Source: an optimization exercise on an open RTL-to-GDS flow (aim: small area). Production flows keep margins and buffers that such runs may drop.
Where RTL was checked, it was by simulation tests only, not by an equivalence proof against the original.
Power figures rest on the tool's default switching activity, not on a simulated workload.

// txnum
module txnum #(
    parameter               I_CLK_FRQ = 96_000,
    parameter [20:0]        BAUD = 9600,
    parameter [0:0]         PARITY = 0,
    parameter [1:0]         STOP = 1,
    parameter [4:0]         RADIX = 10,
    parameter               SIZE = 32,
    parameter [4:0]         DIGITS = 0
) (
    input                   i_clk,
    input                   i_rst,
    input                   i_en,
    input signed [SIZE-1:0] i_data,
    output wire             o_tx,
    output wire             o_busy
);
    reg  [3:0] bd;
    wire tick = bd[3] & bd[1];
    wire [3:0] bd_inc = {bd[3] ^ (bd[2] & bd[1] & bd[0]), bd[2] ^ (bd[1] & bd[0]),
                         bd[1] ^ bd[0], ~bd[0]};
    always @(posedge i_clk)
        if (i_rst)      bd <= 4'd0;
        else if (tick)  bd <= 4'd1;
        else            bd <= bd_inc;
    localparam [1:0] S_IDLE = 2'd0, S_CALC = 2'd1, S_SIGN = 2'd2, S_SEND = 2'd3;
    reg  [1:0] st;
    assign o_busy = (st != S_IDLE);
    wire idle = (st == S_IDLE);
    reg  [3:0] u;
    reg  [1:0] ty;               
    wire       td = ty[1] & ~ty[0];
    wire       uidle = (u == 4'd15);
    wire [3:0] u_inc = {u[3] ^ (u[2] & u[1] & u[0]), u[2] ^ (u[1] & u[0]),
                        u[1] ^ u[0], ~u[0]};
    localparam [30:0] POL = 31'h2aaaaaaa;
    reg [30:0] w;
    wire [30:0] v = w ^ POL;
    reg  [4:0] ph;               
    reg        a0;               
    reg        ba;               
    reg  [3:0] m;                
    reg  [1:0] C;                
    wire       s = C[1];
    reg        G;                
    reg        Zh;               
    wire [4:0] ph_inc = {ph[4] ^ (ph[3] & ph[2] & ph[1] & ph[0]),
                         ph[3] ^ (ph[2] & ph[1] & ph[0]),
                         ph[2] ^ (ph[1] & ph[0]), ph[1] ^ ph[0], ~ph[0]};
    wire ph0  = (ph == 5'd0);
    wire ph30 = (ph == 5'd30);
    wire win    = td & ((u == 4'd10 & tick) | u == 4'd11 | u == 4'd12 | u == 4'd13);
    wire bstart = ph0 & win;
    wire bact   = ba | bstart;
    wire seen = C[0];
    wire vb   = v[0] ^ (s & seen);                   
    wire qa   = v[28] & ~(ph == 5'd1 | ph == 5'd2);  
    wire [2:0] cq;                                   
    wire [2:0] c1q;                                  
    wire q    = (ph == 5'd1) ? c1q[2] : cq[2];
  ...
clock: 14.0 ns
lec_check: 0
abc_area: 1
cap_margin: 20
core_margin: 2
core_utilization: 70
slew_margin: 20
standard.sh (not shown) runs the stock make flow with config.mk's settings and CLKGATE_MAP_FILE= SYNTH_SCRIPT=/design/flow/synth_recipe.tcl, a recipe that flattens the netlist after the stock synthesis.
==> flow/flow/run.sh <==
#!/bin/bash
# The standard layout (ORFS with the standard flow's config.mk), with these changes,
# none of which touches the registers (same names, count and cell types as
# the standard synthesis):
# - synthesis without Yosys adder extraction (ADDER_MAP_FILE empty), and an
#   area-oriented ABC script in place of ORFS's abc_area.script: two rounds
#   of deepsyn, choices and area mapping, the last with more area-recovery
#   iterations;
# - plain buf_1 cells as the port buffers (every port still gets one);
# - TritonCTS with clkbuf_4 only, large sink clusters and no dummy loads.
# Each step's output goes to synth.log / standard.log here, and ORFS's own
# logs to orfs/logs.
set -euo pipefail
export ADDER_MAP_FILE=
export BUFFER_PORTS_ARGS="-buffer_cell sky130_fd_sc_hd__buf_1"
export CTS_ARGS="-sink_clustering_enable -repair_clock_nets -dont_use_dummy_load -sink_clustering_size 100 -sink_clustering_max_diameter 1000 -buf_list sky130_fd_sc_hd__clkbuf_4"
rm -rf scripts_abc
cp -r "$FLOW_HOME/scripts" scripts_abc
printf 'strash\n&get -n\n&deepsyn -J 100 -T 100\n&put\ndch -f\namap\nstrash\n&get -n\n&deepsyn -J 100 -T 100\n&put\ndch -f\namap -F 10 -A 30\ntopo\n' > scripts_abc/abc_area.script
SCRIPTS_DIR="$PWD/scripts_abc" bash standard.sh synth > synth.log 2>&1
bash standard.sh > standard.log 2>&1
The first run passed the timing, DRC and antenna checks.
Rerun with:
==> flow/flow/run.sh (replaced) <==
#!/bin/bash
# Standard layout with these changes, none of which touches the registers:
# - synthesis without adder extraction, and an area-oriented ABC script
#   (deepsyn, choices, area mapping, twice) in place of ORFS's abc_area.script;
# - plain buf_1 cells as the port buffers;
# - one clock buffer level, no dummy loads.
set -euo pipefail
export ADDER_MAP_FILE=
export BUFFER_PORTS_ARGS="-buffer_cell sky130_fd_sc_hd__buf_1"
export CTS_ARGS="-sink_clustering_enable -repair_clock_nets -dont_use_dummy_load -sink_clustering_size 100 -sink_clustering_max_diameter 1000 -buf_list sky130_fd_sc_hd__clkbuf_2 sky130_fd_sc_hd__clkbuf_4"
rm -rf scripts_abc
cp -r "$FLOW_HOME/scripts" scripts_abc
printf 'strash\n&get -n\n&deepsyn -T 20\n&put\ndch -f\namap\nstrash\n&get -n\n&deepsyn -T 20\n&put\ndch -f\namap\ntopo\n' > scripts_abc/abc_area.script
SCRIPTS_DIR="$PWD/scripts_abc" bash standard.sh synth > synth.log 2>&1
bash standard.sh > standard.log 2>&1
The new run never finished: it broke off in clock tree synthesis on STA-0564.
Area after synthesis goes up by 0.31%.
Synthesized cell count goes up by 2.4%.
Rerun with:
==> flow/flow/run.sh (replaced) <==
#!/bin/bash
# The standard layout (ORFS with the standard flow's config.mk), with these changes,
# none of which touches the registers (same names, count and cell types as
# the standard synthesis):
# - synthesis without Yosys adder extraction (ADDER_MAP_FILE empty), and an
#   area-oriented ABC script in place of ORFS's abc_area.script: two rounds
#   of deepsyn, choices and area mapping, the last with more area-recovery
#   iterations;
# - plain buf_1 cells as the port buffers (every port still gets one);
# - TritonCTS with clkbuf_4 only, large sink clusters and no dummy loads.
# Each step's output goes to synth.log / standard.log here, and ORFS's own
# logs to orfs/logs.
set -euo pipefail
export ADDER_MAP_FILE=
export BUFFER_PORTS_ARGS="-buffer_cell sky130_fd_sc_hd__buf_1"
export CTS_ARGS="-sink_clustering_enable -repair_clock_nets -dont_use_dummy_load -sink_clustering_size 32 -sink_clustering_max_diameter 200 -sink_clustering_levels 1 -buf_list sky130_fd_sc_hd__clkbuf_4"
rm -rf scripts_abc
cp -r "$FLOW_HOME/scripts" scripts_abc
printf 'strash\n&get -n\n&deepsyn -J 100 -T 100\n&put\ndch -f\namap\nstrash\n&get -n\n&deepsyn -J 100 -T 100\n&put\ndch -f\namap -F 10 -A 30\ntopo\n' > scripts_abc/abc_area.script
SCRIPTS_DIR="$PWD/scripts_abc" bash standard.sh synth > synth.log 2>&1
bash standard.sh > standard.log 2>&1
Result:
- With this change the flow went through all stages and came out clean
- synthesized area came out lower by 0.31%
- synthesized cell count came out lower by about 2.3%
Rerun with:
==> flow/flow/run.sh (replaced) <==
#!/bin/bash
# Standard layout with these changes, none of which touches the registers:
# - synthesis without adder extraction, and an area-oriented ABC script
#   (deepsyn, choices, area mapping, twice) in place of ORFS's abc_area.script;
# - plain buf_1 cells as the port buffers;
# - one clock buffer level, no dummy loads.
set -euo pipefail
export ADDER_MAP_FILE=
export BUFFER_PORTS_ARGS="-buffer_cell sky130_fd_sc_hd__buf_1"
export CTS_ARGS="-sink_clustering_enable -repair_clock_nets -dont_use_dummy_load -sink_clustering_size 100 -sink_clustering_max_diameter 1000 -buf_list sky130_fd_sc_hd__clkbuf_4"
rm -rf scripts_abc
cp -r "$FLOW_HOME/scripts" scripts_abc
printf 'strash\n&get -n\n&deepsyn -T 20\n&put\ndch -f\namap\nstrash\n&get -n\n&deepsyn -T 20\n&put\ndch -f\namap\ntopo\n' > scripts_abc/abc_area.script
SCRIPTS_DIR="$PWD/scripts_abc" bash standard.sh synth > synth.log 2>&1
bash standard.sh > standard.log 2>&1
Result:
- The new run finished clean
- clock power is higher by 4.1%
- area after synthesis increases by 0.31%
- final area barely changes
- worst hold slack improves by 17 ps
- global-route usage rose by 1.3 points
- synthesized cell count went up by 2.4%
- sequential power stays flat
- clock-buffer cell count stays the same
- fmax increases by 4.2%
- setup slack improves by 250 ps

---

## lane 1
txnum, a different RTL version from the one above (not shown whole).
Size in the first run: about 390 cells after synthesis, roughly 37 I/O pins, roughly 2900 um2 of cells after synthesis.
Settings: LEC_CHECK=0, ABC_AREA=1, CAP_MARGIN=20, CORE_MARGIN=2, CORE_UTILIZATION=40, SLEW_MARGIN=20; clock period 14.0 ns.
==> flow/flow/run.sh <==
#!/bin/bash
# Standard layout with these changes, none of which touches the registers:
# - synthesis without adder extraction, and an area-oriented ABC script
#   (deepsyn, choices, area mapping) in place of ORFS's abc_area.script;
# - plain buf_1 cells as the port buffers;
# - one clock buffer level, no dummy loads.
set -euo pipefail
export ADDER_MAP_FILE=
export BUFFER_PORTS_ARGS="-buffer_cell sky130_fd_sc_hd__buf_1"
export CTS_ARGS="-repair_clock_nets -dont_use_dummy_load -buf_list sky130_fd_sc_hd__clkbuf_4"
rm -rf scripts_abc
cp -r "$FLOW_HOME/scripts" scripts_abc
printf 'strash\n&get -n\n&deepsyn -T 20\n&put\ndch -f\namap\ntopo\n' > scripts_abc/abc_area.script
SCRIPTS_DIR="$PWD/scripts_abc" bash standard.sh synth > synth.log 2>&1
bash standard.sh > standard.log 2>&1
The inputs of lane 2 differ from those of lane 1 as listed below.
diff --git a/flow/flow/run.sh b/flow/flow/run.sh
--- a/flow/flow/run.sh
+++ b/flow/flow/run.sh
@@ -9,3 +9,3 @@
 export BUFFER_PORTS_ARGS="-buffer_cell sky130_fd_sc_hd__buf_1"
-export CTS_ARGS="-repair_clock_nets -dont_use_dummy_load -buf_list sky130_fd_sc_hd__clkbuf_4"
+export CTS_ARGS="-sink_clustering_enable -repair_clock_nets -dont_use_dummy_load -sink_clustering_size 100 -sink_clustering_max_diameter 1000 -sink_buffer_max_cap_derate 1.0 -buf_list sky130_fd_sc_hd__clkbuf_8"
 rm -rf scripts_abc
Results
From lane 1 to lane 2 the numbers moved as follows: shortest clock period the worst path allows after layout up 0.012 ns; data arrival time of the critical path down 0.07 ns. Diff lane 1 -> lane 2: final design utilization increased 0.82 points, synthesis-to-layout area growth increased 2.0 points. Looking only at power in the clock group, and setting everything else aside, the lower value of lane 2 and lane 1 goes to lane 1. On number of sequential cells, lane 2 tracks lane 1 almost exactly. Diff lane 1..lane 2 | portion of the post-synthesis area used by sequential elements | unchanged. The routed wire length was comparable across lane 2 and lane 1. In the final reports, the cell area of lane 2 is larger than that of lane 1.
[inputs] lane 3 vs lane 2
diff --git a/flow/flow/run.sh b/flow/flow/run.sh
--- a/flow/flow/run.sh
+++ b/flow/flow/run.sh
@@ -9,3 +9,3 @@
 export BUFFER_PORTS_ARGS="-buffer_cell sky130_fd_sc_hd__buf_1"
-export CTS_ARGS="-sink_clustering_enable -repair_clock_nets -dont_use_dummy_load -sink_clustering_size 100 -sink_clustering_max_diameter 1000 -sink_buffer_max_cap_derate 1.0 -buf_list sky130_fd_sc_hd__clkbuf_8"
+export CTS_ARGS="-sink_clustering_enable -repair_clock_nets -dont_use_dummy_load -sink_clustering_size 100 -sink_clustering_max_diameter 1000 -buf_list sky130_fd_sc_hd__clkbuf_4"
 rm -rf scripts_abc
Notes after the runs:
Compared lane 3 against lane 2; top achievable clock speed within noise.
Lower clock share of power was reported by lane 3, not lane 2.
Compared with lane 2, in lane 3 detailed-routing iteration count for the pre-antenna-repair pass has increased; wire length after detailed routing has remained practically unchanged.

---

txnum, a different RTL version from the one above (not shown whole).
Size in the first run: about 560 cells after synthesis, ~60 flip-flops, ~37 I/O pins, ~3500 µm² of cells after synthesis.
==> flow/config.mk <==
export PLATFORM = sky130hd
export DESIGN_NAME = txnum
export DESIGN_NICKNAME = txnum
export VERILOG_FILES = /design/flow/design.v
export SDC_FILE = /design/flow/constraint.sdc
export NUM_CORES = 4
export LEC_CHECK = 0
export ABC_AREA = 1
export CAP_MARGIN = 20
export CORE_MARGIN = 2
export CORE_UTILIZATION = 40
export SLEW_MARGIN = 20
==> flow/constraint.sdc <==
create_clock -name core_clock -period 14.0 [get_ports {i_clk}]
set_input_delay 2.8000 -clock core_clock [delete_from_list [all_inputs] [get_ports {i_clk}]]
set_output_delay 2.8000 -clock core_clock [all_outputs]
set_load 0.01 [all_outputs]
==> flow/flow/run.sh <==
#!/bin/bash
# Standard layout with: no adder extraction in synthesis (same registers),
# plain buf_1 cells as the port buffers.
set -euo pipefail
export ADDER_MAP_FILE=
export BUFFER_PORTS_ARGS="-buffer_cell sky130_fd_sc_hd__buf_1"
bash standard.sh > standard.log 2>&1
Next try:
==> flow/flow/run.sh (replaced) <==
#!/bin/bash
# Standard layout, with plain buf_1 cells as the port buffers.
set -euo pipefail
export BUFFER_PORTS_ARGS="-buffer_cell sky130_fd_sc_hd__buf_1"
bash standard.sh > standard.log 2>&1
Core utilization came out higher by 0.76 points.
Power increases by about 40%.
Global-route usage goes down by 0.15 points.
Combinational power increases by about 80%.
Routed wire length is higher by about 4%.
Final cell count goes up by about 5.4%.
Next try:
==> flow/flow/run.sh (replaced) <==
#!/bin/bash
# Standard layout with: no adder extraction in synthesis (same registers),
# plain buf_1 cells as the port buffers, one sink cluster and no dummy loads in CTS.
set -euo pipefail
export ADDER_MAP_FILE=
export BUFFER_PORTS_ARGS="-buffer_cell sky130_fd_sc_hd__buf_1"
export CTS_ARGS="-sink_clustering_enable -repair_clock_nets -dont_use_dummy_load -sink_clustering_size 64 -sink_clustering_max_diameter 500 -buf_list sky130_fd_sc_hd__clkbuf_8"
bash standard.sh > standard.log 2>&1
Outcome:
- synthesized cell count shrinks by about 3%
- setup slack degrades by 0.18 ns
- routed wire length shrinks by about 4.5%
- design area shrinks by 10%
- via count shrinks by about 1.3%
- critical path depth shrinks by 7
No functional check of the RTL was part of any run of this note.

---

Starting RTL as in the previous note.
export LEC_CHECK = 0
export ABC_AREA = 1
export CAP_MARGIN = 20
export CORE_MARGIN = 2
export CORE_UTILIZATION = 40
export SLEW_MARGIN = 20
create_clock -name core_clock -period 14.0 [get_ports {i_clk}]
==> flow/flow/run.sh <==
#!/bin/bash
# Standard layout with these changes, none of which touches the registers:
# - synthesis without adder extraction, and an area-oriented ABC script
#   (deepsyn, choices, area mapping) in place of ORFS's abc_area.script;
# - plain buf_1 cells as the port buffers;
# - one clock buffer level, no dummy loads.
set -euo pipefail
export ADDER_MAP_FILE=
export BUFFER_PORTS_ARGS="-buffer_cell sky130_fd_sc_hd__buf_1"
export CTS_ARGS="-sink_clustering_enable -repair_clock_nets -dont_use_dummy_load -sink_clustering_size 100 -sink_clustering_max_diameter 1000 -buf_list sky130_fd_sc_hd__clkbuf_16"
rm -rf scripts_abc
cp -r "$FLOW_HOME/scripts" scripts_abc
printf 'strash\n&get -n\n&deepsyn -T 20\n&put\ndch -f\namap\ntopo\n' > scripts_abc/abc_area.script
SCRIPTS_DIR="$PWD/scripts_abc" bash standard.sh synth > synth.log 2>&1
bash standard.sh > standard.log 2>&1
The starting point finished with timing, DRC and antenna clean.
Then changed:
--- a/flow/flow/run.sh
+++ b/flow/flow/run.sh
@@ -9,3 +9,3 @@
 export BUFFER_PORTS_ARGS="-buffer_cell sky130_fd_sc_hd__buf_1"
-export CTS_ARGS="-sink_clustering_enable -repair_clock_nets -dont_use_dummy_load -sink_clustering_size 100 -sink_clustering_max_diameter 1000 -buf_list sky130_fd_sc_hd__clkbuf_16"
+export CTS_ARGS="-sink_clustering_enable -repair_clock_nets -dont_use_dummy_load -sink_clustering_size 100 -sink_clustering_max_diameter 1000 -buf_list sky130_fd_sc_hd__clkbuf_4"
 rm -rf scripts_abc
What happened: The new run passed the timing, DRC and antenna checks; combinational power hardly moves; clock skew came out higher by 0.0066 ns; cell count does not change; routed wire length came out lower by about 0.54%; power came out lower by about 20%; setup slack is worse by 0.032 ns; die area stays the same; count of clock-buffer cells in the layout stays the same; synthesized cell count is unchanged; global-route usage hardly moves.
Function was not checked in any run of this note: the RTL went through the layout flow alone.

==> separate check: timing with driven ports <==
The flow's constraints put no driver on any port. The routed layouts listed below were extracted and timed again, unchanged, in two steps. Step 1 assumes that a clkbuf_16 drives the clock port and a buf_2 every other input. Step 2 adds t to the input delays and takes it off the output delays; t is the mean of the earliest and latest rising clock arrival at the registers after step 1. Input paths then give back, and output paths get back, about the clock's delay inside the block. Slacks: ideal ports / drivers / drivers and shift; pairs: ideal ports / drivers.
run	t, ns	setup WS [ns]	slew at the worst register clock pin (ns)	worst slew at a driven data input, ns	cell pins on the clock port's net
the first run of note 1	0.410	7.824 / 7.824 / 7.824	0.10 / 0.10	0.03	1
the third run of note 1	0.410	7.824 / 7.824 / 7.824	0.10 / 0.10	0.03	1
the fourth run of note 1	0.408	8.071 / 8.071 / 8.071	0.10 / 0.10	0.03	1
lane 1	0.438	9.011 / 9.011 / 9.011	0.10 / 0.10	0.03	1
lane 2	0.361	8.999 / 8.999 / 8.999	0.07 / 0.07	0.03	1
lane 3	0.438	9.011 / 9.011 / 9.011	0.10 / 0.10	0.03	1
the first run of note 3	0.383	8.985 / 8.955 / 9.337	0.08 / 0.08	0.03	1
the second run of note 3	0.370	9.188 / 9.155 / 9.525	0.08 / 0.08	0.03	1
the third run of note 3	0.363	9.005 / 8.975 / 9.338	0.08 / 0.08	0.03	1
the first run of note 4	0.354	8.330 / 8.330 / 8.330	0.05 / 0.05	0.04	1
the second run of note 4	0.433	8.297 / 8.297 / 8.297	0.09 / 0.09	0.04	1
After both steps every run listed still meets setup and hold.
